This is an optimization exercise on Yosys and OpenROAD, whose aim is small area, a short achievable clock period and few clock cycles, not a production implementation. At most, simulation tests tie the RTL to the original design; equivalence was not proved. The RTL of runs 2 to 6 was laid out without a check of its function.

$ cat flow/run.sh
#!/bin/bash
# synth_recipe.tcl (not shown) runs the flow's synth.tcl, then flattens the netlist and writes it again
# the make line also repeats each setting of config.mk as NAME=value (left out here)
make -C /OpenROAD-flow-scripts/flow DESIGN_CONFIG=/design/flow/config.mk WORK_HOME=/design/flow/orfs CLKGATE_MAP_FILE= SYNTH_SCRIPT=/design/flow/synth_recipe.tcl finish
$ cat flow/config.mk
export PLATFORM = sky130hd
export DESIGN_NAME = std_sdiv_pipe
export DESIGN_NICKNAME = std_sdiv_pipe
export VERILOG_FILES = /design/flow/design.v
export SDC_FILE = /design/flow/constraint.sdc
export NUM_CORES = 4
export LEC_CHECK = 0
export CAP_MARGIN = 20
export CORE_MARGIN = 2
export CORE_UTILIZATION = 40
export PLACE_DENSITY = 0.6
export SLEW_MARGIN = 20
$ cat flow/constraint.sdc
create_clock -name core_clock -period 6.0 [get_ports {clk}]
set_input_delay 1.2000 -clock core_clock [delete_from_list [all_inputs] [get_ports {clk}]]
set_output_delay 1.2000 -clock core_clock [all_outputs]
set_load 0.01 [all_outputs]
$ cat flow/design.v
/*verilator lint_off MULTITOP*/
module std_div_pipe #(
    parameter WIDTH = 32
) (
    input                    reset,
    input                    clk,
    input                    go,
    input        [WIDTH-1:0] left,
    input        [WIDTH-1:0] right,
    output logic [WIDTH-1:0] out_remainder,
    output logic [WIDTH-1:0] out_quotient,
    output logic             done
);
  logic [WIDTH-1:0] dividend;
  logic [(WIDTH-1)*2:0] divisor;
  logic [WIDTH-1:0] quotient;
  logic [WIDTH-1:0] quotient_msk;
  logic start, running, finished, dividend_is_zero;
  assign start = go && !running;
  assign finished = quotient_msk == 0 && running;
  assign dividend_is_zero = start && left == 0;
  always_ff @(posedge clk) begin
    if (finished || dividend_is_zero)
      done <= 1;
    else
      done <= 0;
  end
  always_ff @(posedge clk) begin
    if (reset || finished || dividend_is_zero)
      running <= 0;
    else if (start)
      running <= 1;
    else
      running <= running;
  end
  always_ff @(posedge clk) begin
    if (dividend_is_zero || start) begin
      out_quotient <= 0;
      out_remainder <= 0;
    end else if (finished) begin
      out_quotient <= quotient;
      out_remainder <= dividend;
    end else begin
      out_quotient <= out_quotient;
      out_remainder <= out_remainder;
    end
  end
  always_ff @(posedge clk) begin
    if (start)
      quotient_msk <= 1 << WIDTH - 1;
    else if (running)
      quotient_msk <= quotient_msk >> 1;
    else
      quotient_msk <= quotient_msk;
  end
  always_ff @(posedge clk) begin
    if (start)
      quotient <= 0;
    else if (divisor <= dividend)
      quotient <= quotient | quotient_msk;
    else
      quotient <= quotient;
  end
  always_ff @(posedge clk) begin
    if (start)
      dividend <= left;
    else if (divisor <= dividend)
      dividend <= dividend - divisor;
    else
      dividend <= dividend;
  end
  always_ff @(posedge clk) begin
    if (start) begin
      divisor <= right << WIDTH - 1;
    end else if (finished) begin
      divisor <= 0;
    end else begin
      divisor <= divisor >> 1;
    end
  end
endmodule
/*verilator lint_off WIDTH*/
module std_sdiv_pipe #(
    parameter WIDTH = 32
) (
    input                           reset,
    input                           clk,
    input                           go,
    input  logic signed [WIDTH-1:0] left,
    input  logic signed [WIDTH-1:0] right,
    output logic signed [WIDTH-1:0] out_quotient,
    output logic signed [WIDTH-1:0] out_remainder,
    output logic                    done
);
  logic signed [WIDTH-1:0] left_abs, right_abs, comp_out_q, comp_out_r, right_save, out_rem_intermediate;
  logic different_signs, left_sign, right_sign;
  always_ff @(posedge clk) begin
    if (go) begin
      right_save <= right_abs;
      left_sign <= left[WIDTH-1];
      right_sign <= right[WIDTH-1];
    end else begin
      left_sign <= left_sign;
      right_save <= right_save;
      right_sign <= right_sign;
    end
  end
  assign right_abs = right[WIDTH-1] ? -right : right;
  assign left_abs = left[WIDTH-1] ? -left : left;
  assign different_signs = left_sign ^ right_sign;
  assign out_quotient = different_signs ? -comp_out_q : comp_out_q;
  assign out_rem_intermediate = different_signs & |comp_out_r ? $signed(right_save - comp_out_r) : comp_out_r;
  assign out_remainder = right_sign ? -out_rem_intermediate : out_rem_intermediate;
  std_div_pipe #(
    .WIDTH(WIDTH)
  ) comp (
    .reset(reset),
    .clk(clk),
    .done(done),
    .go(go),
    .left(left_abs),
    .right(right_abs),
    .out_quotient(comp_out_q),
    .out_remainder(comp_out_r)
  );
endmodule
==> results.json, run 1 <==
{
  "cp_data_arrival_time_ns": 4.60,
  "detailed_place_hpwl_um": 37850,
  "synth.cell_area_um2": 16520,
  "worst_skew_late_latency_ns": 0.55,
  "fmax_ghz": 0.1724,
  "ff_latch_area_um2": 5848,
  "syn-mean-instance-area_um2": 7.982,
  "gpl.final_weighted_congestion": 0.9280,
  "finalMaxSlewViolations": 0,
  "synth_warnings": 2,
  "synth-seq-area-share": 0.3538,
  "antenna_violating_nets_post_route": 0,
  "ys_types": 84,
  "final_nets": 2328,
  "synth.area.top_cells": "sky130_fd_sc_hd__dfxtp_1, sky130_fd_sc_hd__edfxtp_1, sky130_fd_sc_hd__ha_1",
  "cts_hold_buffers": 0,
  "outcome": "finished clean",
  "initial_utilization": 0.4047,
  "final_layout_size_suffix_gt1_frac": 0.06554,
  "cts_buffers": 28,
  "synthFlopType": "sky130_fd_sc_hd__dfxtp_1",
  "yosys.area.top_type": "sky130_fd_sc_hd__dfxtp_1",
  "grt_antenna_before_repair": 0,
  "rows": 74,
  "cap_viol_max_count": 0,
  "min_period_over_period": 0.9668,
  "crit_path_start_kind": "flip-flop",
  "leading_cell_type_in_the_layout_fill_and_taps_excluded": "sky130_fd_sc_hd__nand2_1",
  "port-buffer-count": 131,
  "synth.ff_latch_count": 259,
  "ys_async_sr_fraction": 0,
  "drt-vias-per-instance": 5.529,
  "die_height_um": 207.2,
  "multi_input_area_um2": 9936,
  "top_cell_type_s_share_of_synthesized_area": 0.2338,
  "grt_remaining_overflow": 0,
  "detailroute.via_count": 15005,
  "timing.hold.worst.class": "reg -> reg",
  "hold_viol_final": 0,
  "fillerInstances": 3995,
  "finalClockSkew_ns": 0.008133,
  "detailedRoute.firstPassIterationCount": 6,
  "numClockSinks": 259,
  "area_growth_pct": 17.66,
  "syn_inst": 2070,
  "grt_start_max_net_pins": 101,
  "syn-num-nets": 2238,
  "tightest_slew_ns": 1.054,
  "core_region_um2": 40830,
  "drt-wirelength-per-cell_um": 18.50,
  "fp.dieW_um": 207.2,
  "grt_first_pass_wirelength_um": 78800,
  "critical_path_required_ns": 4.80,
  "slew_headroom": 0.2974,
  "cp_capture_type": "output port",
  "post-route-drc-count": 0,
  "finalHoldWorstSlack_ns": 0.4519,
  "fin_tns_setup_ns": 0,
  "wl_um": 50210,
  "rsz0062_at_grt": "no",
  "clk_transition_reported_paths_ns": 0.06,
  "fin_crit_ns": 5.801,
  "finalSetupViolations": 0,
  "timing.critical_path.fanout_max": 6,
  "cts.path.max_buffers": 3,
  "n_antenna_cell": 0,
  "grt_pass1_vias": 14298,
  "synth-edff-count": 66,
  "cts_tree": "yes",
  "gr_util_all_layers": 0.2244,
  "drt_first_iter_violations": 793,
  "fp.dieArea_um2": 42950,
  "class_of_the_most_critical_setup_path": "reg -> out",
  "top_level_ports": 132,
  "cts.htree.levels": 1,
  "layout_common_cells": "sky130_fd_sc_hd__nand2_1, sky130_fd_sc_hd__a21oi_1, sky130_fd_sc_hd__dfxtp_1, sky130_fd_sc_hd__nor2_1, sky130_fd_sc_hd__inv_1",
  "cts-root-buf": "sky130_fd_sc_hd__clkbuf_16"
}
-- cells by family after synthesis --
group	count (synthesis)	share of synthesized area
flip-flops	259	0.3538
AO/OA/AOI/OAI	560	0.2120
XOR/XNOR	155	0.08216
multiplexers	6	0.003635
buffers and inverters	233	0.05664
adder cells (fa/ha/maj)	101	0.07739
AND/OR/NAND/NOR	756	0.2144
-- timing repair --
item                                    in CTS  in global routing
pin swaps                                    1                  7
endpoints found under the setup margin      12                 17
resized for setup                            8                 39
endpoints found under the hold margin        0                  0
buffers inserted                             0                  6
-- metal layers --
metal | up-vias | GRT usage | wire length, um
li1 | 7433 | - | -
met1 | 7141 | 0.3061 | 23130
met2 | 345 | 0.3686 | 23100
met3 | 86 | 0.02859 | 2417
met4 | 0 | 0.07241 | 1567
met5 | - | 0 | 0
-- flip-flops by register name, indices dropped and copies added (netlist names) --
signal,count
comp.dividend,32
comp.divisor,63
comp.done,1
comp.out_quotient,32
comp.out_remainder,32
comp.quotient,32
comp.quotient_msk,32
comp.running,1
left_sign,1
right_save,32
right_sign,1
-- path summary, 6_finish.rpt --
path,start,endpoint,slack [ns],cells after the start
hold / removal,comp.divisor[52]$_DFF_P_,comp.divisor[51]$_DFF_P_,0.45,2
setup / recovery,comp.out_remainder[2]$_SDFFE_PP0P_,out_remainder[20],0.20,15
hold reg to reg,comp.divisor[52]$_DFF_P_,comp.divisor[51]$_DFF_P_,0.45,2
setup reg to reg,comp.dividend[19]$_DFFE_PP_,comp.dividend[23]$_DFFE_PP_,2.09,12
-- layout make-up --
type,instances,area share
clock inverter,16,0.008817
clock buffer,36,0.03964
sequential,259,0.3008
tap,532,0.03424
timing repair buffer,162,0.08013
multi-input combinational,1578,0.5111
inverter,131,0.02529
-- metrics by stage --
step | cell area, um2 | instances | setup WS, ns | util
after CTS | 19260 | 2708 | 0.01743 | 0.4717
after detailed placement | 18290 | 2656 | 0.3302 | 0.4480
after global placement | 18290 | 2656 | 0.4152 | 0.4480
final | 19440 | 2714 | 0.1994 | 0.4761
after floorplan | 16520 | 2070 | 1.335 | -
after global routing | 19440 | 2714 | 0.03699 | 0.4761
-- synthesized netlist by cell type (32+ instances only) --
master                     instances
sky130_fd_sc_hd__a21o_1           36
sky130_fd_sc_hd__a21oi_1         200
sky130_fd_sc_hd__clkbuf_1         80
sky130_fd_sc_hd__dfxtp_1         193
sky130_fd_sc_hd__edfxtp_1         66
sky130_fd_sc_hd__ha_1             99
sky130_fd_sc_hd__inv_1           130
sky130_fd_sc_hd__nand2_1         316
sky130_fd_sc_hd__nand2b_1         46
sky130_fd_sc_hd__nand3_1          49
sky130_fd_sc_hd__nor2_1          134
sky130_fd_sc_hd__nor3_1           65
sky130_fd_sc_hd__nor4_1           34
sky130_fd_sc_hd__o21ai_0         126
sky130_fd_sc_hd__o31ai_1          32
sky130_fd_sc_hd__xnor2_1          95
sky130_fd_sc_hd__xor2_1           60
-- worst max-delay path, stage by stage, from the launching register on --
cell and delay (ns):
sky130_fd_sc_hd__dfxtp_1 0.41, sky130_fd_sc_hd__inv_1 0.07, sky130_fd_sc_hd__ha_2 0.40, sky130_fd_sc_hd__o21a_1 0.16, sky130_fd_sc_hd__o31a_1 0.27, sky130_fd_sc_hd__o21ai_1 0.11, sky130_fd_sc_hd__o211ai_1 0.35, sky130_fd_sc_hd__buf_4 0.24
sky130_fd_sc_hd__mux2i_1 0.09, sky130_fd_sc_hd__o31ai_1 0.38, sky130_fd_sc_hd__a21oi_1 0.17, sky130_fd_sc_hd__o21ai_1 0.39, sky130_fd_sc_hd__buf_4 0.20, sky130_fd_sc_hd__o21ai_0 0.10, sky130_fd_sc_hd__xor2_1 0.17, sky130_fd_sc_hd__clkdlybuf4s50_1 0.55
Testbench counts, summed over its fixed seeds: cycles 52,758.
==> run 2: changes to the inputs <==
==> flow/design.v (replaced) <==
module std_sdiv_pipe #(
    parameter WIDTH = 32
) (
    input                           reset,
    input                           clk,
    input                           go,
    input  logic signed [WIDTH-1:0] left,
    input  logic signed [WIDTH-1:0] right,
    output logic signed [WIDTH-1:0] out_quotient,
    output logic signed [WIDTH-1:0] out_remainder,
    output logic                    done
);
  function automatic [5:0] clz32(input [31:0] x);
    logic [15:0] v1; logic [15:0]      c1;
    logic [7:0]  v2; logic [7:0][1:0]  c2;
    logic [3:0]  v4; logic [3:0][2:0]  c4;
    logic [1:0]  v8; logic [1:0][3:0]  c8;
    logic        v16; logic [4:0]      c16;
    integer i;
    begin
      for (i = 0; i < 16; i = i + 1) begin
        v1[i] = x[2*i+1] | x[2*i];
        c1[i] = ~x[2*i+1];
      end
      for (i = 0; i < 8; i = i + 1) begin
        v2[i] = v1[2*i+1] | v1[2*i];
        c2[i] = v1[2*i+1] ? {1'b0, c1[2*i+1]} : {1'b1, c1[2*i]};
      end
      for (i = 0; i < 4; i = i + 1) begin
        v4[i] = v2[2*i+1] | v2[2*i];
        c4[i] = v2[2*i+1] ? {1'b0, c2[2*i+1]} : {1'b1, c2[2*i]};
      end
      for (i = 0; i < 2; i = i + 1) begin
        v8[i] = v4[2*i+1] | v4[2*i];
        c8[i] = v4[2*i+1] ? {1'b0, c4[2*i+1]} : {1'b1, c4[2*i]};
      end
      v16 = v8[1] | v8[0];
      c16 = v8[1] ? {1'b0, c8[1]} : {1'b1, c8[0]};
      clz32 = v16 ? {1'b0, c16} : 6'd32;
    end
  endfunction
  logic        busy, align;
  logic [31:0] P, D, Q;
  logic [4:0]  cnt;
  logic        s, ls;
  wire start = go & ~busy;
  wire [31:0] abs_l = left[31] ? -left : left;
  wire [31:0] abs_r = right[31] ? -right : right;
  wire        l_nz = |left;
  wire        r_nz = |right;
  wire [5:0] clz_p = clz32(P);
  wire [5:0] clz_d = clz32(D);
  wire [5:0] sh = clz_d - clz_p;
  wire       sh_pos = ~sh[5] & (sh != 0);
  wire [31:0] d_al = D << sh[4:0];
  wire        iter = busy & (~align | ~sh_pos);
  wire        last = align | (cnt == 0);
  wire [32:0] diff = {1'b0, P} - {1'b0, D};
  wire        ge = ~diff[32];
  wire [32:0] diff2 = {1'b0, P} - {D, 1'b0};
  wire        eq_d = (P == D);
  wire        eq_0 = (P == 0);
  wire [31:0] p_ge = (last & s & ~eq_d) ? diff2[31:0] : diff[31:0];
  wire [31:0] p_lt = (last & s & ~eq_0) ? diff[31:0] : P;
  always_ff @(posedge clk) begin
    if (reset) begin
      busy <= 1'b0;
      done <= 1'b0;
    end else if (start) begin
      P <= abs_l;
      D <= abs_r;
      Q <= {32{l_nz & ~r_nz}};
      s <= left[31] ^ right[31];
      ls <= left[31];
      busy <= l_nz & r_nz;
      align <= 1'b1;
      done <= ~(l_nz & r_nz);
    end else if (busy) begin
      if (align & sh_pos) begin
        D <= d_al;
        cnt <= sh[4:0];
        align <= 1'b0;
        done <= 1'b0;
      end else begin
        P <= ge ? p_ge : p_lt;
        Q <= {Q[30:0], ge};
        D <= {1'b0, D[31:1]};
        cnt <= cnt - 5'd1;
        align <= 1'b0;
        busy <= ~last;
        done <= last;
      end
    end else begin
      done <= 1'b0;
    end
  end
  assign out_quotient = s ? -Q : Q;
  assign out_remainder = ls ? -P : P;
endmodule
==> run 2 against run 1 <==
Die area shrank 22%. Fmax increased by 7.7%. Flip-flop and latch count is 153 lower. First-iteration DRC count rose by 51%. Setup slack better by 0.41 ns. Still clean. Critical path type is now reg -> reg. Clock skew grew 0.0093 ns. Synthesized cell count shrank 22%. Worst hold slack improved by 0.059 ns.
==> results.json, run 2 <==
{
  "outcome": "finished clean",
  "top_regs": "D x32, P x32, Q x32",
  "initial_utilization": 0.4073,
  "clk_transition_reported_paths_ns": 0.10,
  "gpl.final_weighted_congestion": 0.9605,
  "layout_common_cells": "sky130_fd_sc_hd__nand2_1, sky130_fd_sc_hd__clkdlybuf4s50_1, sky130_fd_sc_hd__o21ai_0, sky130_fd_sc_hd__nor2_1, sky130_fd_sc_hd__xnor2_1",
  "hold_path_startpoint": "busy$_SDFF_PP0_",
  "final_layout_size_suffix_gt1_frac": 0.06089,
  "detailroute.via_count": 12945,
  "detailed_place_hpwl_um": 34370,
  "fin_tns_setup_ns": 0,
  "drt-vias-per-instance": 6.135,
  "fp.dieW_um": 183.5,
  "cts.path.max_buffers": 2,
  "port-buffer-count": 131,
  "cts-root-buf": "sky130_fd_sc_hd__clkbuf_16",
  "synth_simple_gate_area_frac": 0.2068,
  "slew_headroom": 0.2508,
  "wl_um": 44460,
  "finalSetupViolations": 0,
  "numClockSinks": 106,
  "met3_length_um": 3360,
  "grt_pass1_vias": 12336,
  "met1Wirelength_um": 19730,
  "post_synth_fa_ha_maj_area_fraction": 0.07457,
  "rr_endpoint": "P[29]$_DFFE_PP_",
  "timing.hold.worst.class": "reg -> reg",
  "synth.ff_latch_count": 106,
  "min_period_over_period": 0.8976,
  "layout_setup_ws_ns": 0.6143,
  "syn-num-nets": 1754,
  "finalMaxSlewViolations": 0,
  "timing.critical_path.fanout_max": 31,
  "finalClockSkew_ns": 0.01744,
  "most_frequently_used_cell_type_in_the_post_synthesis_netlist": "sky130_fd_sc_hd__nand2_1",
  "cp_data_arrival_time_ns": 5.40,
  "postCtsSetupBuffers": 0,
  "post-route-drc-count": 0,
  "critical_path.cell_chain": "nor4_1 > and2_1 > nand4_1 > a311oi_1 > nor3_1 > nor3_1 > o311ai_0 > a2111oi_0 > buf_4 > fa_2 > nor2_1 > nand2_1 > o31ai_1 > nor3_2 > o21bai_1 > a21oi_4 > buf_4",
  "fin_crit_ns": 5.386,
  "commonest_cells_in_the_netlist": "sky130_fd_sc_hd__nand2_1, sky130_fd_sc_hd__o21ai_0, sky130_fd_sc_hd__nor2_1",
  "dpl_worst_slack_ns": 0.6670,
  "core_region_um2": 31640,
  "worst-r2r-cell-count": 17,
  "top_cell_type_s_share_of_synthesized_area": 0.2424,
  "synth_warnings": 1,
  "synth.cell_area_um2": 12890,
  "critical_path_buf_inv_count": 2,
  "synth-seq-area-share": 0.2455,
  "stdcell_count": 2110,
  "die_height_um": 183.5,
  "gr_util_all_layers": 0.2622,
  "n_antenna_cell": 0,
  "r2r_start": "D[10]$_DFFE_PP_",
  "hold_viol_final": 0,
  "ys_async_sr_fraction": 0,
  "detailedRoute.firstPassIterationCount": 5,
  "synth.area.top_cells": "sky130_fd_sc_hd__edfxtp_1, sky130_fd_sc_hd__xnor2_1, sky130_fd_sc_hd__ha_1",
  "leading_cell_type_in_the_layout_fill_and_taps_excluded": "sky130_fd_sc_hd__nand2_1",
  "wl_met2_um": 20290,
  "synth_top_family_by_area": "compound AO/OA/AOI/OAI gates",
  "rsz0062_at_grt": "no",
  "final_nets": 1845,
  "critical_path_required_ns": 6.01,
  "post_synth_xor_area_fraction": 0.1203,
  "syn_inst": 1612,
  "area_growth_pct": 15.98,
  "tightest_slew_ns": 1.113,
  "synth-edff-count": 104,
  "synthMuxAreaShare": 0.05971,
  "drt-wirelength-per-cell_um": 21.07,
  "post_cts_resized": 0,
  "fp.dieArea_um2": 33670,
  "worst_hold_path.num_cells": 2,
  "cts_buffers": 9,
  "synthFlopType": "sky130_fd_sc_hd__edfxtp_1",
  "crit_path_start_kind": "flip-flop",
  "cts_hold_buffers": 0,
  "cp_capture_type": "flip-flop",
  "cts_tree": "yes",
  "worst_path_max_delay_cell": "sky130_fd_sc_hd__fa_2",
  "syn-mean-instance-area_um2": 7.994,
  "grt_first_pass_wirelength_um": 68880,
  "regToRegSetupSlack_ns": 0.61,
  "cts.htree.levels": 3,
  "rows": 65,
  "grt_antenna_before_repair": 0,
  "drt_first_iter_violations": 1199,
  "antenna_violating_nets_post_route": 0,
  "fillerInstances": 3117,
  "fmax_ghz": 0.1857,
  "fraction_of_the_mapped_netlist_area_in_compound_gates": 0.2446,
  "worstHoldEndpoint": "busy$_SDFF_PP0_",
  "top_level_ports": 132,
  "cap_viol_max_count": 0,
  "grt_start_max_net_pins": 57,
  "max_stage_delay_ns": 0.68,
  "grt_remaining_overflow": 0,
  "top_layer": "met4",
  "worst_skew_late_latency_ns": 0.38,
  "class_of_the_most_critical_setup_path": "reg -> reg",
  "dp_cells": 2094,
  "yosys.area.top_type": "sky130_fd_sc_hd__edfxtp_1",
  "worst_path_dominant_cell_family": "simple AND/OR/NAND/NOR gates",
  "ys_types": 74
}
==> run 2: per-stage QoR <==
step / cell area [um2] / util / hold slack [ns]
6_report: 14950 / 0.4724 / 0.5111
5_1_grt: 14950 / 0.4724 / 0.5588
4_1_cts: 14950 / 0.4724 / 0.5136
3_5_place_dp: 14630 / 0.4625 / 0.5020
3_3_place_gp: 14630 / 0.4625 / 0.4960
2_1_floorplan: 12890 / - / 0.4731
==> run 2: cell families after synthesis <==
group,count (synthesis)
xor+xnor,177
simple gates,565
compound gates,476
buf+inv,153
fa+ha+maj,75
flops,106
mux,60
==> run 2: per-layer routing <==
layer  vias to the layer above  track usage
li1                       6161            -
met1                      6185       0.3589
met2                       531       0.4245
met3                        68      0.04556
met4                         0      0.07584
met5                         -            0
==> run 2: worst reg2reg max path, cell delays in order (launching register included) <==
cell and delay, ns:
sky130_fd_sc_hd__edfxtp_1 0.52, sky130_fd_sc_hd__nor4_1 0.56, sky130_fd_sc_hd__and2_1 0.25, sky130_fd_sc_hd__nand4_1 0.11, sky130_fd_sc_hd__a311oi_1 0.34, sky130_fd_sc_hd__nor3_1 0.08
sky130_fd_sc_hd__nor3_1 0.14, sky130_fd_sc_hd__o311ai_0 0.12, sky130_fd_sc_hd__a2111oi_0 0.44, sky130_fd_sc_hd__buf_4 0.20, sky130_fd_sc_hd__fa_2 0.68, sky130_fd_sc_hd__nor2_1 0.29
sky130_fd_sc_hd__nand2_1 0.09, sky130_fd_sc_hd__o31ai_1 0.26, sky130_fd_sc_hd__nor3_2 0.11, sky130_fd_sc_hd__o21bai_1 0.21, sky130_fd_sc_hd__a21oi_4 0.17, sky130_fd_sc_hd__buf_4 0.45
==> run 2: worst max path at each step <==
stage | startpoint | endpoint | slack (ns) | cells after the start
3_3_place_gp | P[25]$_DFFE_PP_ | P[8]$_DFFE_PP_ | 0.76 | 16
6_report | D[10]$_DFFE_PP_ | P[29]$_DFFE_PP_ | 0.61 | 17
3_5_place_dp | D[10]$_DFFE_PP_ | P[25]$_DFFE_PP_ | 0.67 | 17
2_1_floorplan | D[15]$_DFFE_PP_ | P[0]$_DFFE_PP_ | 0.41 | 18
5_1_grt | D[15]$_DFFE_PP_ | D[2]$_DFFE_PP_ | 0.08 | 20
4_1_cts | D[10]$_DFFE_PP_ | P[31]$_DFFE_PP_ | 0.62 | 17
==> run 2: cell type report <==
cell class                 count  area, um2  area share
sequential                   106       3163      0.2116
clock inverter                 7      88.84    0.005944
multi-input combinational   1353       9158      0.6127
timing repair buffer         158       1526      0.1021
inverter                      75      281.5     0.01884
tap                          402      503.0     0.03365
clock buffer                   9      225.2     0.01507
==> run 3: changes to the inputs <==
==> flow/design.v (replaced) <==
module sdiv_sub32 (
    input  logic [31:0] a,
    input  logic [31:0] b,
    output logic [31:0] diff,
    output logic        ge
);
  logic [32:0] g [0:6];
  logic [32:0] p [0:6];
  logic [31:0] x;
  assign x = a ^ ~b;
  assign g[0][0] = 1'b1;
  assign p[0][0] = 1'b0;
  genvar i, l;
  generate
    for (i = 0; i < 32; i = i + 1) begin : gen_gp
      assign g[0][i+1] = a[i] & ~b[i];
      assign p[0][i+1] = x[i];
    end
    for (l = 0; l < 6; l = l + 1) begin : gen_lvl
      for (i = 0; i < 33; i = i + 1) begin : gen_node
        if (((i >> l) & 1) == 1) begin : gen_op
          localparam integer J = ((i >> l) << l) - 1;
          assign g[l+1][i] = g[l][i] | (p[l][i] & g[l][J]);
          assign p[l+1][i] = p[l][i] & p[l][J];
        end else begin : gen_pass
          assign g[l+1][i] = g[l][i];
          assign p[l+1][i] = p[l][i];
        end
      end
    end
    for (i = 0; i < 32; i = i + 1) begin : gen_sum
      assign diff[i] = x[i] ^ g[6][i];
    end
  endgenerate
  assign ge = g[6][32];
endmodule
module std_sdiv_pipe #(
    parameter WIDTH = 32
) (
    input                           reset,
    input                           clk,
    input                           go,
    input  logic signed [WIDTH-1:0] left,
    input  logic signed [WIDTH-1:0] right,
    output logic signed [WIDTH-1:0] out_quotient,
    output logic signed [WIDTH-1:0] out_remainder,
    output logic                    done
);
  function automatic [5:0] clz32(input [31:0] x);
    logic [15:0] v1; logic [15:0]      c1;
    logic [7:0]  v2; logic [7:0][1:0]  c2;
    logic [3:0]  v4; logic [3:0][2:0]  c4;
    logic [1:0]  v8; logic [1:0][3:0]  c8;
    logic        v16; logic [4:0]      c16;
    integer i;
    begin
      for (i = 0; i < 16; i = i + 1) begin
        v1[i] = x[2*i+1] | x[2*i];
        c1[i] = ~x[2*i+1];
      end
      for (i = 0; i < 8; i = i + 1) begin
        v2[i] = v1[2*i+1] | v1[2*i];
        c2[i] = v1[2*i+1] ? {1'b0, c1[2*i+1]} : {1'b1, c1[2*i]};
      end
      for (i = 0; i < 4; i = i + 1) begin
        v4[i] = v2[2*i+1] | v2[2*i];
        c4[i] = v2[2*i+1] ? {1'b0, c2[2*i+1]} : {1'b1, c2[2*i]};
      end
      for (i = 0; i < 2; i = i + 1) begin
        v8[i] = v4[2*i+1] | v4[2*i];
        c8[i] = v4[2*i+1] ? {1'b0, c4[2*i+1]} : {1'b1, c4[2*i]};
      end
      v16 = v8[1] | v8[0];
      c16 = v8[1] ? {1'b0, c8[1]} : {1'b1, c8[0]};
      clz32 = v16 ? {1'b0, c16} : 6'd32;
    end
  endfunction
  localparam logic [1:0] IDLE = 2'd0, ALIGN = 2'd1, ITER = 2'd2, FIX = 2'd3;
  logic [1:0]  phase;
  logic [31:0] P, D, Q;
  logic [4:0]  cnt;
  logic        last;
  logic        s, ls;
  wire start = go & (phase == IDLE);
  wire [31:0] abs_l = left[31] ? -left : left;
  wire [31:0] abs_r = right[31] ? -right : right;
  wire        l_nz = |left;
  wire        r_nz = |right;
  wire [5:0]  sh = clz32(D) - clz32(P);
  wire        sh_pos = ~sh[5] & (sh[4:0] != 5'd0);
  wire [31:0] diff;
  wire        ge;
  sdiv_sub32 u_sub (.a(P), .b(D), .diff(diff), .ge(ge));
  wire        p_zero = (P == 32'd0);
  always_ff @(posedge clk) begin
    if (reset) begin
      phase <= IDLE;
      done <= 1'b0;
    end else begin
      done <= 1'b0;
      case (phase)
        IDLE: if (go) begin
          if (l_nz & r_nz) phase <= ALIGN;
          else done <= 1'b1;
        end
        ALIGN: phase <= ITER;
        ITER: if (last) begin
          if (s) phase <= FIX;
          else begin
            phase <= IDLE;
            done <= 1'b1;
          end
        end
        FIX: begin
          phase <= IDLE;
          done <= 1'b1;
        end
      endcase
    end
  end
  always_ff @(posedge clk) begin
    case (phase)
      IDLE: if (go) begin
        P <= abs_l;
        D <= abs_r;
        Q <= {32{l_nz & ~r_nz}};
        s <= left[31] ^ right[31];
        ls <= left[31];
      end
      ALIGN: begin
        if (sh_pos) D <= D << sh[4:0];
        cnt <= sh_pos ? sh[4:0] : 5'd0;
        last <= ~sh_pos;
      end
      ITER: begin
        if (ge) P <= diff;
        Q <= {Q[30:0], ge};
        if (!last) D <= {1'b0, D[31:1]};
        cnt <= cnt - 5'd1;
        last <= (cnt == 5'd1);
      end
      FIX: begin
        P <= p_zero ? 32'd0 : diff;
      end
    endcase
  end
  assign out_quotient = s ? -Q : Q;
  assign out_remainder = ls ? -P : P;
endmodule
==> run 3 against run 2 <==
Critical path depth decreased by 2. Largest cell class unchanged. Sequential share of layout area rose by 3.6 points. Non-clock buffer count shrank 6. Clock skew shrank 0.0039 ns. Flip-flop and latch count up 1. Still clean. Utilization up 0.63 points. Setup slack improved by 0.13 ns. Fmax grew 2.5%. Die area shrank 15%.
==> results.json, run 3 <==
{
  "outcome": "finished clean",
  "grt_antenna_before_repair": 0,
  "final_nets": 1468,
  "fmax_ghz": 0.1904,
  "rsz0062_at_grt": "no",
  "top_regs": "D x32, P x32, Q x32",
  "area_growth_pct": 17.99,
  "initial_utilization": 0.4057,
  "cp_data_arrival_time_ns": 5.33,
  "cts_hold_buffers": 0,
  "synth.ff_latch_count": 107,
  "class_of_the_most_critical_setup_path": "reg -> reg",
  "grt_first_pass_wirelength_um": 51350,
  "antenna_violating_nets_post_route": 0,
  "timing.hold.worst.class": "reg -> reg",
  "layout_setup_ws_ns": 0.7466,
  "critical_path_required_ns": 6.08,
  "die_height_um": 169.1,
  "ys_types": 73,
  "slew_headroom": 0.3546,
  "detailroute.via_count": 10038,
  "commonest_cells_in_the_netlist": "sky130_fd_sc_hd__nand2_1, sky130_fd_sc_hd__edfxtp_1, sky130_fd_sc_hd__inv_1",
  "cap_viol_max_count": 0,
  "timing.critical_path.fanout_max": 25,
  "wl_um": 32900,
  "layout_common_cells": "sky130_fd_sc_hd__clkdlybuf4s50_1, sky130_fd_sc_hd__nand2_1, sky130_fd_sc_hd__edfxtp_1, sky130_fd_sc_hd__inv_1, sky130_fd_sc_hd__xnor2_1",
  "crit_path_start_kind": "flip-flop",
  "most_frequently_used_cell_type_in_the_post_synthesis_netlist": "sky130_fd_sc_hd__nand2_1",
  "n_antenna_cell": 0,
  "fillerInstances": 2632,
  "cts_tree": "yes",
  "post-route-util": 0.4787,
  "fp.dieW_um": 169.1,
  "cts_buffers": 9,
  "cts.htree.levels": 3,
  "cts.path.max_buffers": 2,
  "placed_cell_area_um2": 12580,
  "fin_crit_ns": 5.253,
  "numClockSinks": 107,
  "grt_pass1_vias": 9538,
  "min_period_over_period": 0.8756,
  "regToRegSetupSlack_ns": 0.75,
  "post_synth_fa_ha_maj_area_fraction": 0.06381,
  "core_region_um2": 26880,
  "clk_transition_reported_paths_ns": 0.08,
  "fp.dieArea_um2": 28590,
  "critical_path.most_common_cell": "sky130_fd_sc_hd__o21ai_0",
  "detailedRoute.firstPassIterationCount": 6,
  "synth_top_family_by_area": "compound AO/OA/AOI/OAI gates",
  "hold_viol_final": 0,
  "finish.instance_area_um2": 12860,
  "detailed_place_hpwl_um": 25040,
  "postCtsSetupBuffers": 0,
  "synthFlopType": "sky130_fd_sc_hd__edfxtp_1",
  "top_level_ports": 132,
  "dpl_worst_slack_ns": 0.7319,
  "gpl.final_weighted_congestion": 0.9247,
  "ys_async_sr_fraction": 0,
  "synthMuxAreaShare": 0.08113,
  "synth.area.top_cells": "sky130_fd_sc_hd__edfxtp_1, sky130_fd_sc_hd__xnor2_1, sky130_fd_sc_hd__ha_1",
  "finalClockSkew_ns": 0.01355,
  "synth-seq-area-share": 0.2919,
  "finalMaxSlewViolations": 0,
  "drt-vias-per-instance": 5.922,
  "gr_util_all_layers": 0.2264,
  "synth.cell_area_um2": 10900,
  "critical_path.cell_chain": "nor4_1 > and4_1 > nand3_1 > nor2b_1 > o311ai_0 > o41ai_1 > inv_1 > fa_1 > buf_4 > o21ai_0 > o21ai_0 > o21ai_0 > mux4_2 > a221oi_1 > a21oi_1",
  "syn_inst": 1253,
  "post-route-drc-count": 0,
  "tightest_slew_ns": 0.9681,
  "worst_skew_late_latency_ns": 0.36,
  "cts-root-buf": "sky130_fd_sc_hd__clkbuf_16",
  "grt_remaining_overflow": 0,
  "drt-wirelength-per-cell_um": 19.41,
  "syn-mean-instance-area_um2": 8.701,
  "worst_path_max_delay_cell": "sky130_fd_sc_hd__fa_1",
  "synth_warnings": 4,
  "finalSetupViolations": 0,
  "synth-edff-count": 104,
  "max_stage_delay_ns": 0.77,
  "final_layout_size_suffix_gt1_frac": 0.07090,
  "port-buffer-count": 131,
  "rows": 60,
  "synth_simple_gate_area_frac": 0.1576,
  "fin_tns_setup_ns": 0,
  "post_cts_resized": 0,
  "drt_first_iter_violations": 857,
  "yosys.area.top_type": "sky130_fd_sc_hd__edfxtp_1",
  "leading_cell_type_in_the_layout_fill_and_taps_excluded": "sky130_fd_sc_hd__clkdlybuf4s50_1",
  "fraction_of_the_mapped_netlist_area_in_compound_gates": 0.2307,
  "syn-num-nets": 1372,
  "post_synth_xor_area_fraction": 0.1157,
  "top_cell_type_s_share_of_synthesized_area": 0.2864,
  "cp_capture_type": "flip-flop",
  "grt_start_max_net_pins": 62
}
## run 3: changes by cell type after synthesis, sizes merged, moves of 12 or more
cell / previous run / this run
inv: 75 / 100
nand4: 20 / 6
o22ai: 6 / 21
o211ai: 27 / 15
xor2: 64 / 51
a21oi: 106 / 90
ha: 72 / 46
a21o: 24 / 10
nand2: 237 / 119
o21ai: 117 / 76
nor2: 114 / 64
a221oi: 3 / 19
xnor2: 113 / 93
nor3: 32 / 18
## run 3: layout make-up
type	instances	area, um2	share of cell area
Multi-Input combinational cell	979	7124	0.5538
Clock inverter	6	57.56	0.004474
Tap cell	341	426.7	0.03316
Inverter	100	375.4	0.02918
Clock buffer	10	229.0	0.01780
Sequential cell	107	3183	0.2474
Timing Repair Buffer	152	1469	0.1142
## run 3: logic make-up after synthesis
kind of cell,count (synthesis)
fa+ha+maj,52
buf+inv,167
flops,107
mux,60
simple gates,347
compound gates,376
xor+xnor,144
## run 3: stage by stage
stage / cells / hold slack, ns
after global placement: 1679 / 0.5589
after global routing: 1695 / 0.6130
after floorplan: 1253 / 0.5118
after detailed placement: 1679 / 0.5530
final: 1695 / 0.5583
after CTS: 1695 / 0.5653
## run 3: layer usage
metal | share of wire | GRT usage | routed length, um | vias to the layer above
li1 | - | - | - | 4875
met1 | 0.44 | 0.2954 | 14530 | 4764
met2 | 0.48 | 0.3872 | 15760 | 340
met3 | 0.049 | 0.02876 | 1602 | 59
met4 | 0.031 | 0.07990 | 1006 | 0
met5 | 0 | 0 | 0 | -
## run 3: final timing paths
kind / from / endpoint / cells past startpoint
worst max-delay path: D[21]$_DFFE_PP_ / D[25]$_DFFE_PP_ / 15
worst min-delay path: phase[1]$_SDFFE_PP0P_ / phase[1]$_SDFFE_PP0P_ / 2
worst max register to register: D[21]$_DFFE_PP_ / D[25]$_DFFE_PP_ / 15
worst min register to register: phase[1]$_SDFFE_PP0P_ / phase[1]$_SDFFE_PP0P_ / 2
## run 3: worst max-delay path: cells and delay by family, from the launching register on
kind,cells,cell delay (ns)
AO/OA/AOI/OAI,7,1.43
adder cells (fa/ha/maj),1,0.77
buffers and inverters,2,0.51
flip-flops,1,0.50
multiplexers,1,0.50
AND/OR/NAND/NOR,4,1.24
==> run 4: changes to the inputs <==
--- a/flow/design.v
+++ b/flow/design.v
@@ -2,4 +2,5 @@
     input  logic [31:0] a,
     input  logic [31:0] b,
+    input  logic        cin,
     output logic [31:0] diff,
     output logic        ge
@@ -9,5 +10,5 @@
   logic [31:0] x;
   assign x = a ^ ~b;
-  assign g[0][0] = 1'b1;
+  assign g[0][0] = cin;
   assign p[0][0] = 1'b0;
   genvar i, l;
@@ -80,7 +81,6 @@
   logic [31:0] P, D, Q;
   logic [4:0]  cnt;
-  logic        last;
+  logic        last, cin;
   logic        s, ls;
-  wire start = go & (phase == IDLE);
   wire [31:0] abs_l = left[31] ? -left : left;
   wire [31:0] abs_r = right[31] ? -right : right;
@@ -89,7 +89,8 @@
   wire [5:0]  sh = clz32(D) - clz32(P);
   wire        sh_pos = ~sh[5] & (sh[4:0] != 5'd0);
+  wire [4:0]  sh_amt = sh_pos ? sh[4:0] : 5'd0;
   wire [31:0] diff;
   wire        ge;
-  sdiv_sub32 u_sub (.a(P), .b(D), .diff(diff), .ge(ge));
+  sdiv_sub32 u_sub (.a(P), .b(D), .cin(cin), .diff(diff), .ge(ge));
   wire        p_zero = (P == 32'd0);
   always_ff @(posedge clk) begin
@@ -106,5 +107,5 @@
         ALIGN: phase <= ITER;
         ITER: if (last) begin
-          if (s) phase <= FIX;
+          if (ls | s) phase <= FIX;
           else begin
             phase <= IDLE;
@@ -122,5 +123,5 @@
     case (phase)
       IDLE: if (go) begin
-        P <= abs_l;
+        P <= r_nz ? abs_l : left;
         D <= abs_r;
         Q <= {32{l_nz & ~r_nz}};
@@ -129,7 +130,8 @@
       end
       ALIGN: begin
-        if (sh_pos) D <= D << sh[4:0];
-        cnt <= sh_pos ? sh[4:0] : 5'd0;
+        D <= D << sh_amt;
+        cnt <= sh_amt;
         last <= ~sh_pos;
+        cin <= 1'b1;
       end
       ITER: begin
@@ -137,13 +139,15 @@
         Q <= {Q[30:0], ge};
         if (!last) D <= {1'b0, D[31:1]};
+        else if (!s) D <= 32'd0;
         cnt <= cnt - 5'd1;
         last <= (cnt == 5'd1);
+        cin <= ~(last & ls);
       end
       FIX: begin
-        P <= p_zero ? 32'd0 : diff;
+        P <= (s & p_zero) ? 32'd0 : (ls ? ~diff : diff);
       end
     endcase
   end
   assign out_quotient = s ? -Q : Q;
-  assign out_remainder = ls ? -P : P;
+  assign out_remainder = P;
 endmodule
==> run 4 against run 3 <==
Still clean. Die area up 1.3%. Utilization up 1.1 points. Setup slack worse by 0.42 ns. Synthesized cell count up 9.6%. Clock-buffer cell count down 1. Final cell count up 7.9%. Largest cell class unchanged.
==> results.json, run 4 <==
{
  "post-route-drc-count": 0,
  "met1_demand_to_capacity_share_in_global_routing": 0.3594,
  "cts_tree": "yes",
  "cts-root-buf": "sky130_fd_sc_hd__clkbuf_16",
  "crit_path_start_kind": "flip-flop",
  "wl_um": 38380,
  "cp_capture_type": "flip-flop",
  "top_cell_type_s_share_of_synthesized_area": 0.2853,
  "commonest_cells_in_the_netlist": "sky130_fd_sc_hd__nand2_1, sky130_fd_sc_hd__a21oi_1, sky130_fd_sc_hd__nor2_1",
  "cp_data_arrival_time_ns": 5.80,
  "leading_cell_type_in_the_layout_fill_and_taps_excluded": "sky130_fd_sc_hd__nand2_1",
  "ys_async_sr_fraction": 0,
  "rows": 60,
  "most_frequently_used_cell_type_in_the_post_synthesis_netlist": "sky130_fd_sc_hd__nand2_1",
  "cts.htree.levels": 3,
  "gr_util_all_layers": 0.2645,
  "rsz0062_at_grt": "no",
  "grt.met3_usage": 0.03140,
  "critical_path.cell_chain": "inv_1 > o211ai_1 > a311oi_1 > nor3_1 > nor3_1 > o311ai_0 > a311oi_1 > nor3_1 > o311ai_0 > a2111oi_2 > ha_1 > nand2b_1 > a21oi_1 > o22ai_2 > xor3_2 > buf_4 > nor2_1 > buf_4 > a221oi_1 > a31oi_1 > o21ai_0 > o32a_1",
  "class_of_the_most_critical_setup_path": "reg -> reg",
  "detailed_place_hpwl_um": 29780,
  "finalMaxSlewViolations": 0,
  "die_height_um": 170.2,
  "dpl_worst_slack_ns": 0.03823,
  "timing.hold.worst.class": "reg -> reg",
  "worst_path_max_delay_cell": "sky130_fd_sc_hd__edfxtp_1",
  "synth-edff-count": 105,
  "cts.path.max_buffers": 2,
  "global_route.usage.met2": 0.4385,
  "top_regs": "D x32, P x32, Q x32",
  "critical_path.startpoint": "D[4]$_DFFE_PP_",
  "syn_inst": 1373,
  "detailroute.via_count": 11159,
  "core_region_um2": 27030,
  "grt_antenna_before_repair": 0,
  "critical_path_required_ns": 6.12,
  "grt_remaining_overflow": 0,
  "fin_tns_setup_ns": 0,
  "yosys.area.top_type": "sky130_fd_sc_hd__edfxtp_1",
  "critical_path.most_common_cell": "sky130_fd_sc_hd__nor3_1",
  "grt_start_max_net_pins": 53,
  "area_growth_pct": 19.64,
  "max_stage_delay_ns": 0.49,
  "fp.dieW_um": 170.2,
  "drt-vias-per-instance": 6.101,
  "timing.critical_path.fanout_max": 20,
  "final_layout_size_suffix_gt1_frac": 0.07325,
  "port-buffer-count": 131,
  "synth.cell_area_um2": 11050,
  "synth-seq-area-share": 0.2907,
  "slew_headroom": 0.2936,
  "regToRegSetupSlack_ns": 0.32,
  "grt.busiest_layer": "met2",
  "drt_first_iter_violations": 1136,
  "syn-num-nets": 1492,
  "drt-wirelength-per-cell_um": 20.99,
  "cts_hold_buffers": 0,
  "tightest_slew_ns": 1.050,
  "hold_viol_final": 0,
  "grt_pass1_vias": 10487,
  "clk_transition_reported_paths_ns": 0.08,
  "cap_viol_max_count": 0,
  "finalSetupViolations": 0,
  "crit_path_end": "D[28]$_DFFE_PP_",
  "detailedRoute.firstPassIterationCount": 6,
  "top_level_ports": 132,
  "rr_endpoint": "D[28]$_DFFE_PP_",
  "gpl.final_weighted_congestion": 0.9717,
  "r2r_start": "D[4]$_DFFE_PP_",
  "min_period_over_period": 0.9461,
  "cts_buffers": 9,
  "ys_types": 80,
  "synth_warnings": 4,
  "fp.dieArea_um2": 28980,
  "fin_crit_ns": 5.677,
  "synth.area.top_cells": "sky130_fd_sc_hd__edfxtp_1, sky130_fd_sc_hd__a21oi_1, sky130_fd_sc_hd__xnor2_1",
  "initial_utilization": 0.4090,
  "fmax_ghz": 0.1762,
  "grt_first_pass_wirelength_um": 59900,
  "syn-mean-instance-area_um2": 8.050,
  "antenna_violating_nets_post_route": 0,
  "synthFlopType": "sky130_fd_sc_hd__edfxtp_1",
  "synth.ff_latch_count": 108,
  "worst-r2r-cell-count": 22,
  "numClockSinks": 108,
  "outcome": "finished clean",
  "worst_skew_late_latency_ns": 0.37,
  "worst_hold_path.num_cells": 2,
  "final_nets": 1602,
  "postCtsSetupBuffers": 0,
  "layout_common_cells": "sky130_fd_sc_hd__nand2_1, sky130_fd_sc_hd__clkdlybuf4s50_1, sky130_fd_sc_hd__a21oi_1, sky130_fd_sc_hd__nor2_1, sky130_fd_sc_hd__edfxtp_1",
  "finalClockSkew_ns": 0.01056,
  "finalHoldWorstSlack_ns": 0.5901,
  "n_antenna_cell": 0,
  "layout_setup_ws_ns": 0.3234
}
run 4: cell families (layout without fill, tap and decap cells):
family,count (synthesis),in the layout,share of synthesized area
multiplexers,31,31,0.02841
AO/OA/AOI/OAI,458,458,0.2716
adder cells (fa/ha/maj),52,52,0.06362
AND/OR/NAND/NOR,426,426,0.1837
XOR/XNOR,121,121,0.09860
buffers and inverters,177,292,0.06339
flip-flops,108,108,0.2907
run 4: how the worst min path moves through the flow:
| stage | start | to |
|---|---|---|
| floorplan | phase[1]$_SDFFE_PP0P_ | phase[1]$_SDFFE_PP0P_ |
| global placement | phase[0]$_SDFFE_PP0P_ | phase[0]$_SDFFE_PP0P_ |
| detailed placement | phase[0]$_SDFFE_PP0P_ | phase[0]$_SDFFE_PP0P_ |
| CTS | phase[0]$_SDFFE_PP0P_ | phase[0]$_SDFFE_PP0P_ |
| global route | phase[0]$_SDFFE_PP0P_ | phase[0]$_SDFFE_PP0P_ |
| finish | phase[1]$_SDFFE_PP0P_ | phase[1]$_SDFFE_PP0P_ |
run 4: routing by layer:
| layer | share of wire | vias up |
|---|---|---|
| met3 | 0.056 | 84 |
| met2 | 0.48 | 441 |
| met5 | 0 | - |
| met1 | 0.44 | 5303 |
| met4 | 0.030 | 0 |
| li1 | - | 5331 |
run 4: final cells by class:
class                           count  area, um2
Multi-Input combinational cell   1088       7213
Timing Repair Buffer              182       1727
Inverter                           94      352.8
Clock buffer                        9      225.2
Tap cell                          341      426.7
Sequential cell                   108       3213
Clock inverter                      7      66.31
Fill cell                        2718      13800
run 4: what timing repair did:
| item | 4_1_cts | 5_1_grt |
|---|---|---|
| setup endpoints to repair | 0 | 30 |
| hold endpoints to repair | 0 | 0 |
| resized for setup | 0 | 7 |
run 4: stage by stage:
stage / area (um2) / instances / utilization
3_3_place_gp: 12880 / 1812 / 0.4765
6_report: 13220 / 1829 / 0.4893
2_1_floorplan: 11050 / 1373 / -
3_5_place_dp: 12880 / 1812 / 0.4765
5_1_grt: 13220 / 1829 / 0.4893
4_1_cts: 13170 / 1828 / 0.4873
run 4: worst max-delay path: cells and delay by family, from the launching register on:
kind / cells / cell delay (ns)
AO/OA/AOI/OAI: 12 / 2.96
buffers and inverters: 3 / 0.68
AND/OR/NAND/NOR: 5 / 0.50
flip-flops: 1 / 0.49
XOR/XNOR: 1 / 0.47
adder cells (fa/ha/maj): 1 / 0.31
==> run 5: changes to the inputs <==
--- a/flow/config.mk
+++ b/flow/config.mk
@@ -10,3 +10,4 @@
 export CORE_UTILIZATION = 40
 export PLACE_DENSITY = 0.6
+export SETUP_SLACK_MARGIN = 2.0
 export SLEW_MARGIN = 20
==> run 5 against run 4 <==
Via count grew 12%. Die area did not move. Flip-flop and latch count unchanged. Utilization grew 12 points. Critical path type unchanged. Clock skew decreased by 0.00056 ns. Critical endpoint unchanged. Critical path depth is 3 lower. Final cell count increased by 8.8%. Fmax is 10% higher. Global-route usage rose by 2.0 points.
==> results.json, run 5 <==
{
  "gr_util_all_layers": 0.2843,
  "final_layout_size_suffix_gt1_frac": 0.2850,
  "yosys.area.top_type": "sky130_fd_sc_hd__edfxtp_1",
  "antenna_violating_nets_post_route": 0,
  "grt_start_max_net_pins": 53,
  "outcome": "finished clean",
  "timing.critical_path.fanout_max": 6,
  "min_period_over_period": 0.8589,
  "synth.cell_area_um2": 11050,
  "syn-mean-instance-area_um2": 8.050,
  "core_region_um2": 27030,
  "grt_first_pass_wirelength_um": 64530,
  "cp_data_arrival_time_ns": 5.29,
  "fin_tns_setup_ns": 0,
  "drt_first_iter_violations": 1457,
  "synth_warnings": 4,
  "finalClockSkew_ns": 0.009997,
  "ys_types": 80,
  "detailroute.via_count": 12483,
  "drt-vias-per-instance": 6.273,
  "ys_async_sr_fraction": 0,
  "cp_capture_type": "flip-flop",
  "regToRegSetupSlack_ns": 0.85,
  "top_cell_type_s_share_of_synthesized_area": 0.2853,
  "finalSetupViolations": 0,
  "worst_skew_late_latency_ns": 0.38,
  "syn-num-nets": 1492,
  "synth-seq-area-share": 0.2907,
  "cap_viol_max_count": 0,
  "timing.hold.worst.class": "reg -> reg",
  "drt-wirelength-per-cell_um": 22.48,
  "hold_path_startpoint": "phase[0]$_SDFFE_PP0P_",
  "crit_path_start_kind": "flip-flop",
  "synth.ff_latch_count": 108,
  "worstHoldEndpoint": "phase[0]$_SDFFE_PP0P_",
  "clk_transition_reported_paths_ns": 0.09,
  "n_antenna_cell": 0,
  "area_growth_pct": 47.94,
  "cts.htree.levels": 3,
  "top_regs": "D x32, P x32, Q x32",
  "fin_crit_ns": 5.153,
  "top_level_ports": 132,
  "dpl_worst_slack_ns": 0.2406,
  "fp.dieArea_um2": 28980,
  "synth-edff-count": 105,
  "cts.path.max_buffers": 2,
  "grt_remaining_overflow": 0,
  "cts_buffers": 9,
  "rows": 60,
  "rr_endpoint": "D[28]$_DFFE_PP_",
  "commonest_cells_in_the_netlist": "sky130_fd_sc_hd__nand2_1, sky130_fd_sc_hd__a21oi_1, sky130_fd_sc_hd__nor2_1",
  "finalMaxSlewViolations": 0,
  "class_of_the_most_critical_setup_path": "reg -> reg",
  "fp.dieW_um": 170.2,
  "worst-r2r-cell-count": 19,
  "numClockSinks": 108,
  "layout_common_cells": "sky130_fd_sc_hd__buf_4, sky130_fd_sc_hd__nand2_1, sky130_fd_sc_hd__a21oi_1, sky130_fd_sc_hd__edfxtp_1, sky130_fd_sc_hd__clkdlybuf4s50_1",
  "syn_inst": 1373,
  "layout_setup_ws_ns": 0.8466,
  "die_height_um": 170.2,
  "port-buffer-count": 131,
  "detailed_place_hpwl_um": 29550,
  "cts_tree": "yes",
  "fmax_ghz": 0.1940,
  "cts_hold_buffers": 0,
  "rsz0062_at_grt": "yes",
  "grt_antenna_before_repair": 1,
  "cts-root-buf": "sky130_fd_sc_hd__clkbuf_16",
  "most_frequently_used_cell_type_in_the_post_synthesis_netlist": "sky130_fd_sc_hd__nand2_1",
  "hold_viol_final": 0,
  "grt_pass1_vias": 11539,
  "synth.area.top_cells": "sky130_fd_sc_hd__edfxtp_1, sky130_fd_sc_hd__a21oi_1, sky130_fd_sc_hd__xnor2_1",
  "synthFlopType": "sky130_fd_sc_hd__edfxtp_1",
  "slew_headroom": 0.2524,
  "wl_um": 44730,
  "r2r_start": "D[31]$_DFFE_PP_",
  "worst_hold_path.num_cells": 2,
  "final_nets": 1763,
  "critical_path_required_ns": 6.14,
  "initial_utilization": 0.4090,
  "leading_cell_type_in_the_layout_fill_and_taps_excluded": "sky130_fd_sc_hd__buf_4",
  "detailedRoute.firstPassIterationCount": 6,
  "tightest_slew_ns": 1.120,
  "gpl.final_weighted_congestion": 0.9874,
  "post-route-drc-count": 0
}
## run 5: cell counts after synthesis
No cell type changed its count.
## run 5: metal layers
layer  global-route usage  part of all wire  vias up
met3              0.04535             0.079      181
met1               0.3679              0.40     5955
met4               0.1107             0.053        0
li1                     -                 -     5660
met2               0.4760              0.47      687
met5                    0                 0        -
## run 5: cell families after synthesis
group,count (synthesis),share of synthesized area
AOI/OAI and AO/OA,458,0.2716
and+or+nand+nor,426,0.1837
buffers and inverters,177,0.06339
xor gates and xnor gates,121,0.09860
DFF,108,0.2907
adders and majority gates,52,0.06362
muxes,31,0.02841
## run 5: what timing repair did
action | CTS | global route
gates resized for setup | 245 | 176
buffers inserted | 99 | 57
cloned | 4 | 5
endpoints found under the setup margin | 154 | 152
pin swaps | 87 | 93
## run 5: worst max path at each step
stage	from	to	slack [ns]	cells past startpoint
after floorplan	D[3]$_DFFE_PP_	D[29]$_DFFE_PP_	1.63	21
after global placement	D[13]$_DFFE_PP_	D[23]$_DFFE_PP_	0.28	19
after detailed placement	D[13]$_DFFE_PP_	D[23]$_DFFE_PP_	0.24	19
after CTS	D[2]$_DFFE_PP_	D[23]$_DFFE_PP_	0.92	22
after global routing	D[2]$_DFFE_PP_	D[28]$_DFFE_PP_	0.75	24
final	D[31]$_DFFE_PP_	D[28]$_DFFE_PP_	0.85	19
## run 5: critical path, cell delays in order, from the launching register on
cell and delay [ns]:
sky130_fd_sc_hd__edfxtp_1 0.59, sky130_fd_sc_hd__nor4_1 0.60, sky130_fd_sc_hd__nand4_1 0.39, sky130_fd_sc_hd__nor4_1 0.49
sky130_fd_sc_hd__a21oi_1 0.09, sky130_fd_sc_hd__ha_2 0.22, sky130_fd_sc_hd__nand2b_1 0.18, sky130_fd_sc_hd__a21oi_2 0.22
sky130_fd_sc_hd__o22ai_4 0.11, sky130_fd_sc_hd__buf_6 0.13, sky130_fd_sc_hd__buf_6 0.11, sky130_fd_sc_hd__xnor3_2 0.29
sky130_fd_sc_hd__buf_6 0.17, sky130_fd_sc_hd__clkbuf_16 0.15, sky130_fd_sc_hd__a22oi_2 0.25, sky130_fd_sc_hd__nand2_1 0.09
sky130_fd_sc_hd__a31oi_1 0.21, sky130_fd_sc_hd__buf_4 0.19, sky130_fd_sc_hd__o21ai_0 0.08, sky130_fd_sc_hd__o32a_1 0.35
## run 5: final cells by class
| type | count | area, um2 |
|---|---|---|
| multi-input combinational | 1090 | 8675 |
| timing repair buffer | 341 | 3366 |
| clock inverter | 7 | 93.84 |
| fill | 2277 | 10670 |
| sequential | 108 | 3213 |
| tap | 341 | 426.7 |
| clock buffer | 9 | 225.2 |
| inverter | 94 | 352.8 |
## run 5: through the flow
stage                     cells    util  hold WS (ns)  cell area [um2]
final                      1990  0.6050        0.5974            16350
after global routing       1990  0.6050        0.6399            16350
after CTS                  1928  0.5575        0.5861            15070
after detailed placement   1809  0.4796        0.5737            12960
after global placement     1809  0.4794        0.5659            12960
after floorplan            1373       -        0.5330            11260
==> run 6: changes to the inputs <==
--- a/flow/design.v
+++ b/flow/design.v
@@ -87,7 +87,6 @@
   wire        l_nz = |left;
   wire        r_nz = |right;
+  wire        sgn = left[31] ^ right[31];
   wire [5:0]  sh = clz32(D) - clz32(P);
-  wire        sh_pos = ~sh[5] & (sh[4:0] != 5'd0);
-  wire [4:0]  sh_amt = sh_pos ? sh[4:0] : 5'd0;
   wire [31:0] diff;
   wire        ge;
@@ -105,5 +104,10 @@
           else done <= 1'b1;
         end
-        ALIGN: phase <= ITER;
+        ALIGN: if (!sh[5]) phase <= ITER;
+        else if (ls | s) phase <= FIX;
+        else begin
+          phase <= IDLE;
+          done <= 1'b1;
+        end
         ITER: if (last) begin
           if (ls | s) phase <= FIX;
@@ -125,13 +129,15 @@
         P <= r_nz ? abs_l : left;
         D <= abs_r;
-        Q <= {32{l_nz & ~r_nz}};
-        s <= left[31] ^ right[31];
+        Q <= (l_nz & ~r_nz) ? (sgn ? 32'd1 : 32'hffffffff) : 32'd0;
+        s <= sgn;
         ls <= left[31];
+        cin <= 1'b1;
       end
       ALIGN: begin
-        D <= D << sh_amt;
-        cnt <= sh_amt;
-        last <= ~sh_pos;
-        cin <= 1'b1;
+        if (!sh[5]) D <= D << sh[4:0];
+        else if (!s) D <= 32'd0;
+        cnt <= sh[4:0];
+        last <= (sh[4:0] == 5'd0);
+        cin <= ~(sh[5] & ls);
       end
       ITER: begin
@@ -146,8 +152,9 @@
       FIX: begin
         P <= (s & p_zero) ? 32'd0 : (ls ? ~diff : diff);
+        if (s) Q <= -Q;
       end
     endcase
   end
-  assign out_quotient = s ? -Q : Q;
+  assign out_quotient = Q;
   assign out_remainder = P;
 endmodule
--- a/flow/config.mk
+++ b/flow/config.mk
@@ -10,4 +10,3 @@
 export CORE_UTILIZATION = 40
 export PLACE_DENSITY = 0.6
-export SETUP_SLACK_MARGIN = 2.0
 export SLEW_MARGIN = 20
==> run 6 against run 5 <==
Register-to-register slack got worse by 0.12 ns. Flip-flop and latch count did not move. Global-route usage fell by 3.7 points. Setup slack got worse by 0.12 ns. Critical endpoint is now D[30]$_DFFE_PP_. Still clean. Synthesized area rose by 3.9%.
==> results.json, run 6 <==
{
  "class_of_the_most_critical_setup_path": "reg -> reg",
  "critical_path.startpoint": "D[26]$_DFFE_PP_",
  "fp.dieArea_um2": 30080,
  "critical_path_required_ns": 6.12,
  "area_growth_pct": 17.67,
  "stdcell_count": 1820,
  "worst_path_dominant_cell_family": "simple AND/OR/NAND/NOR gates",
  "detailroute.via_count": 11035,
  "die_height_um": 173.4,
  "top_regs": "D x32, P x32, Q x32",
  "grt_pass1_vias": 10508,
  "ys_types": 71,
  "top_cell_type_s_share_of_synthesized_area": 0.2745,
  "fmax_ghz": 0.1896,
  "drt_first_iter_violations": 1145,
  "multi_input_area_um2": 7712,
  "max_stage_delay_ns": 0.77,
  "numClockSinks": 108,
  "post-route-drc-count": 0,
  "worst_skew_late_latency_ns": 0.38,
  "gpl.final_weighted_congestion": 0.9075,
  "synth.cell_area_um2": 11480,
  "finalHoldWorstSlack_ns": 0.6102,
  "r2r_start": "D[26]$_DFFE_PP_",
  "synth-seq-area-share": 0.2798,
  "cap_viol_max_count": 0,
  "gr_util_all_layers": 0.2474,
  "cts_tree": "yes",
  "cts-root-buf": "sky130_fd_sc_hd__clkbuf_16",
  "drt-wirelength-per-cell_um": 20.67,
  "final_layout_size_suffix_gt1_frac": 0.08357,
  "final_nets": 1551,
  "synth.ff_latch_count": 108,
  "syn-mean-instance-area_um2": 8.495,
  "postCtsSetupBuffers": 0,
  "ff_latch_area_um2": 3213,
  "synthFlopType": "sky130_fd_sc_hd__edfxtp_1",
  "tightest_slew_ns": 0.9729,
  "synth_warnings": 4,
  "hold_viol_final": 0,
  "fin_crit_ns": 5.275,
  "post_cts_resized": 0,
  "hold_path_startpoint": "phase[0]$_SDFFE_PP0P_",
  "port-buffer-count": 131,
  "initial_utilization": 0.4034,
  "cp_data_arrival_time_ns": 5.40,
  "drt-vias-per-instance": 6.063,
  "fillerInstances": 2763,
  "wl_um": 37610,
  "timing.critical_path.fanout_max": 37,
  "n_antenna_cell": 0,
  "most_frequently_used_cell_type_in_the_post_synthesis_netlist": "sky130_fd_sc_hd__nand2_1",
  "top_level_ports": 132,
  "grt_antenna_before_repair": 0,
  "critical_path_buf_inv_count": 3,
  "timing.hold.worst.class": "reg -> reg",
  "cts.htree.levels": 3,
  "finalMaxSlewViolations": 0,
  "cp_capture_type": "flip-flop",
  "outcome": "finished clean",
  "grt_remaining_overflow": 0,
  "critical_path.cell_chain": "buf_4 > nor4_1 > nand3_1 > nor2_1 > o21a_1 > o311ai_0 > nand2_1 > inv_1 > fa_1 > buf_4 > mux2_2 > nand2_1 > o21ai_0 > mux2i_1 > mux2i_1 > mux2i_1 > mux2i_1 > a222oi_1 > mux2i_1",
  "detailed_place_hpwl_um": 27610,
  "cts_hold_buffers": 0,
  "syn_inst": 1352,
  "grt_start_max_net_pins": 54,
  "finalClockSkew_ns": 0.01337,
  "cts.path.max_buffers": 2,
  "synth-edff-count": 105,
  "detailedRoute.firstPassIterationCount": 9,
  "cts_buffers": 9,
  "worst_path_max_delay_cell": "sky130_fd_sc_hd__nor4_1",
  "fin_tns_setup_ns": 0,
  "post-route-util": 0.4747,
  "fp.dieW_um": 173.4,
  "layout_common_cells": "sky130_fd_sc_hd__nand2_1, sky130_fd_sc_hd__clkdlybuf4s50_1, sky130_fd_sc_hd__edfxtp_1, sky130_fd_sc_hd__o21ai_0, sky130_fd_sc_hd__nor2_1",
  "critical_path.most_common_cell": "sky130_fd_sc_hd__mux2i_1",
  "ys_async_sr_fraction": 0,
  "crit_path_start_kind": "flip-flop",
  "synth.area.top_cells": "sky130_fd_sc_hd__edfxtp_1, sky130_fd_sc_hd__nand2_1, sky130_fd_sc_hd__mux2i_1",
  "syn-num-nets": 1472,
  "dp_cells": 1804,
  "rows": 62,
  "rsz0062_at_grt": "no",
  "grt_first_pass_wirelength_um": 59510,
  "antenna_violating_nets_post_route": 0,
  "clk_transition_reported_paths_ns": 0.09,
  "slew_headroom": 0.3490,
  "commonest_cells_in_the_netlist": "sky130_fd_sc_hd__nand2_1, sky130_fd_sc_hd__edfxtp_1, sky130_fd_sc_hd__o21ai_0",
  "finalSetupViolations": 0,
  "core_region_um2": 28470,
  "leading_cell_type_in_the_layout_fill_and_taps_excluded": "sky130_fd_sc_hd__nand2_1",
  "min_period_over_period": 0.8792,
  "yosys.area.top_type": "sky130_fd_sc_hd__edfxtp_1"
}
run 6: cell count changes after synthesis, moves of 24 or more:
| cell | delta |
|---|---|
| sky130_fd_sc_hd__a21oi_1 | -67 |
| sky130_fd_sc_hd__and3_1 | +24 |
| sky130_fd_sc_hd__inv_1 | -32 |
| sky130_fd_sc_hd__mux2i_1 | +35 |
| sky130_fd_sc_hd__nand2_1 | +27 |
| sky130_fd_sc_hd__nor2_1 | -24 |
| sky130_fd_sc_hd__o31ai_1 | -24 |
run 6: path summary, 6_finish.rpt:
kind                                end  slack [ns]  cells after the start
setup reg to reg        D[30]$_DFFE_PP_        0.72                     19
hold / removal    phase[0]$_SDFFE_PP0P_        0.61                      2
setup / recovery        D[30]$_DFFE_PP_        0.72                     19
hold reg to reg   phase[0]$_SDFFE_PP0P_        0.61                      2
run 6: kinds of logic (layout without fill, tap and decap cells):
| kind of cell | Yosys count | count (layout) | synth area share |
|---|---|---|---|
| adder cells (fa/ha/maj) | 53 | 53 | 0.06232 |
| AND/OR/NAND/NOR | 495 | 495 | 0.2197 |
| buffers and inverters | 158 | 242 | 0.05480 |
| multiplexers | 86 | 86 | 0.09805 |
| XOR/XNOR | 104 | 104 | 0.07997 |
| flip-flops | 108 | 108 | 0.2798 |
| AO/OA/AOI/OAI | 348 | 348 | 0.2054 |
run 6: final cells by class:
type                    count  share of cell area
flip-flops and latches    108              0.2378
repair buffers            164              0.1154
well taps                 384             0.03555
clock inverters             7            0.006759
inverters                  62             0.01722
multi-input cells        1086              0.5707
clock buffers               9             0.01667
run 6: layer usage:
metal  wire length (um)  track usage  share of wire  vias up
met5                  0            0              0        -
li1                   -            -              -     5239
met2              17660       0.4075           0.47      476
met4                930      0.07168          0.025        0
met3               2640      0.03991          0.070       50
met1              16390       0.3357           0.44     5270
run 6: worst reg2reg max path, cell delays in order (launching register included):
cell                       delay, ns
sky130_fd_sc_hd__edfxtp_1       0.36
sky130_fd_sc_hd__buf_4          0.18
sky130_fd_sc_hd__nor4_1         0.77
sky130_fd_sc_hd__nand3_1        0.26
sky130_fd_sc_hd__nor2_1         0.22
sky130_fd_sc_hd__o21a_1         0.20
sky130_fd_sc_hd__o311ai_0       0.14
sky130_fd_sc_hd__nand2_1        0.14
sky130_fd_sc_hd__inv_1          0.07
sky130_fd_sc_hd__fa_1           0.53
sky130_fd_sc_hd__buf_4          0.42
sky130_fd_sc_hd__mux2_2         0.41
sky130_fd_sc_hd__nand2_1        0.06
sky130_fd_sc_hd__o21ai_0        0.12
sky130_fd_sc_hd__mux2i_1        0.33
sky130_fd_sc_hd__mux2i_1        0.16
sky130_fd_sc_hd__mux2i_1        0.15
sky130_fd_sc_hd__mux2i_1        0.08
sky130_fd_sc_hd__a222oi_1       0.28
sky130_fd_sc_hd__mux2i_1        0.11
run 6: metrics by stage:
stage	setup WS [ns]	instance area, um2
finish	0.7249	13510
global route	0.1836	13510
CTS	0.7428	13510
detailed placement	0.7856	13200
global placement	0.7945	13200
floorplan	0.4951	11480

static timing again, ports no longer ideal:
The flow's constraints put no driver on any port. The routed layouts listed below were extracted and timed again, unchanged, in two steps. Step 1 assumes that a clkbuf_16 drives the clock port and a buf_2 every other input. Step 2 also shifts input and output timing later by t, the mid clock arrival at the registers, as if the neighbouring blocks saw the same clock. Three values: no drivers, after step 1, after step 2; two values: the first two.
run	t, ns	slack for setup (ns)	hold WS [ns]	worst setup path after step 2	worst register clock-pin slew, ns
run 1	0.596	0.199 / 0.148 / 0.744	0.452 / 0.452 / 0.452	register to output	0.06 / 0.06
run 2	0.420	0.614 / 0.614 / 0.614	0.511 / 0.511 / 0.511	register to register	0.10 / 0.10
run 3	0.407	0.747 / 0.747 / 0.747	0.558 / 0.558 / 0.558	register to register	0.08 / 0.08
run 4	0.410	0.323 / 0.323 / 0.323	0.590 / 0.590 / 0.590	register to register	0.08 / 0.08
run 5	0.424	0.847 / 0.847 / 0.847	0.597 / 0.597 / 0.597	register to register	0.09 / 0.09
run 6	0.418	0.725 / 0.725 / 0.725	0.610 / 0.610 / 0.610	register to register	0.09 / 0.09
After both steps setup and hold are still met in every run listed.
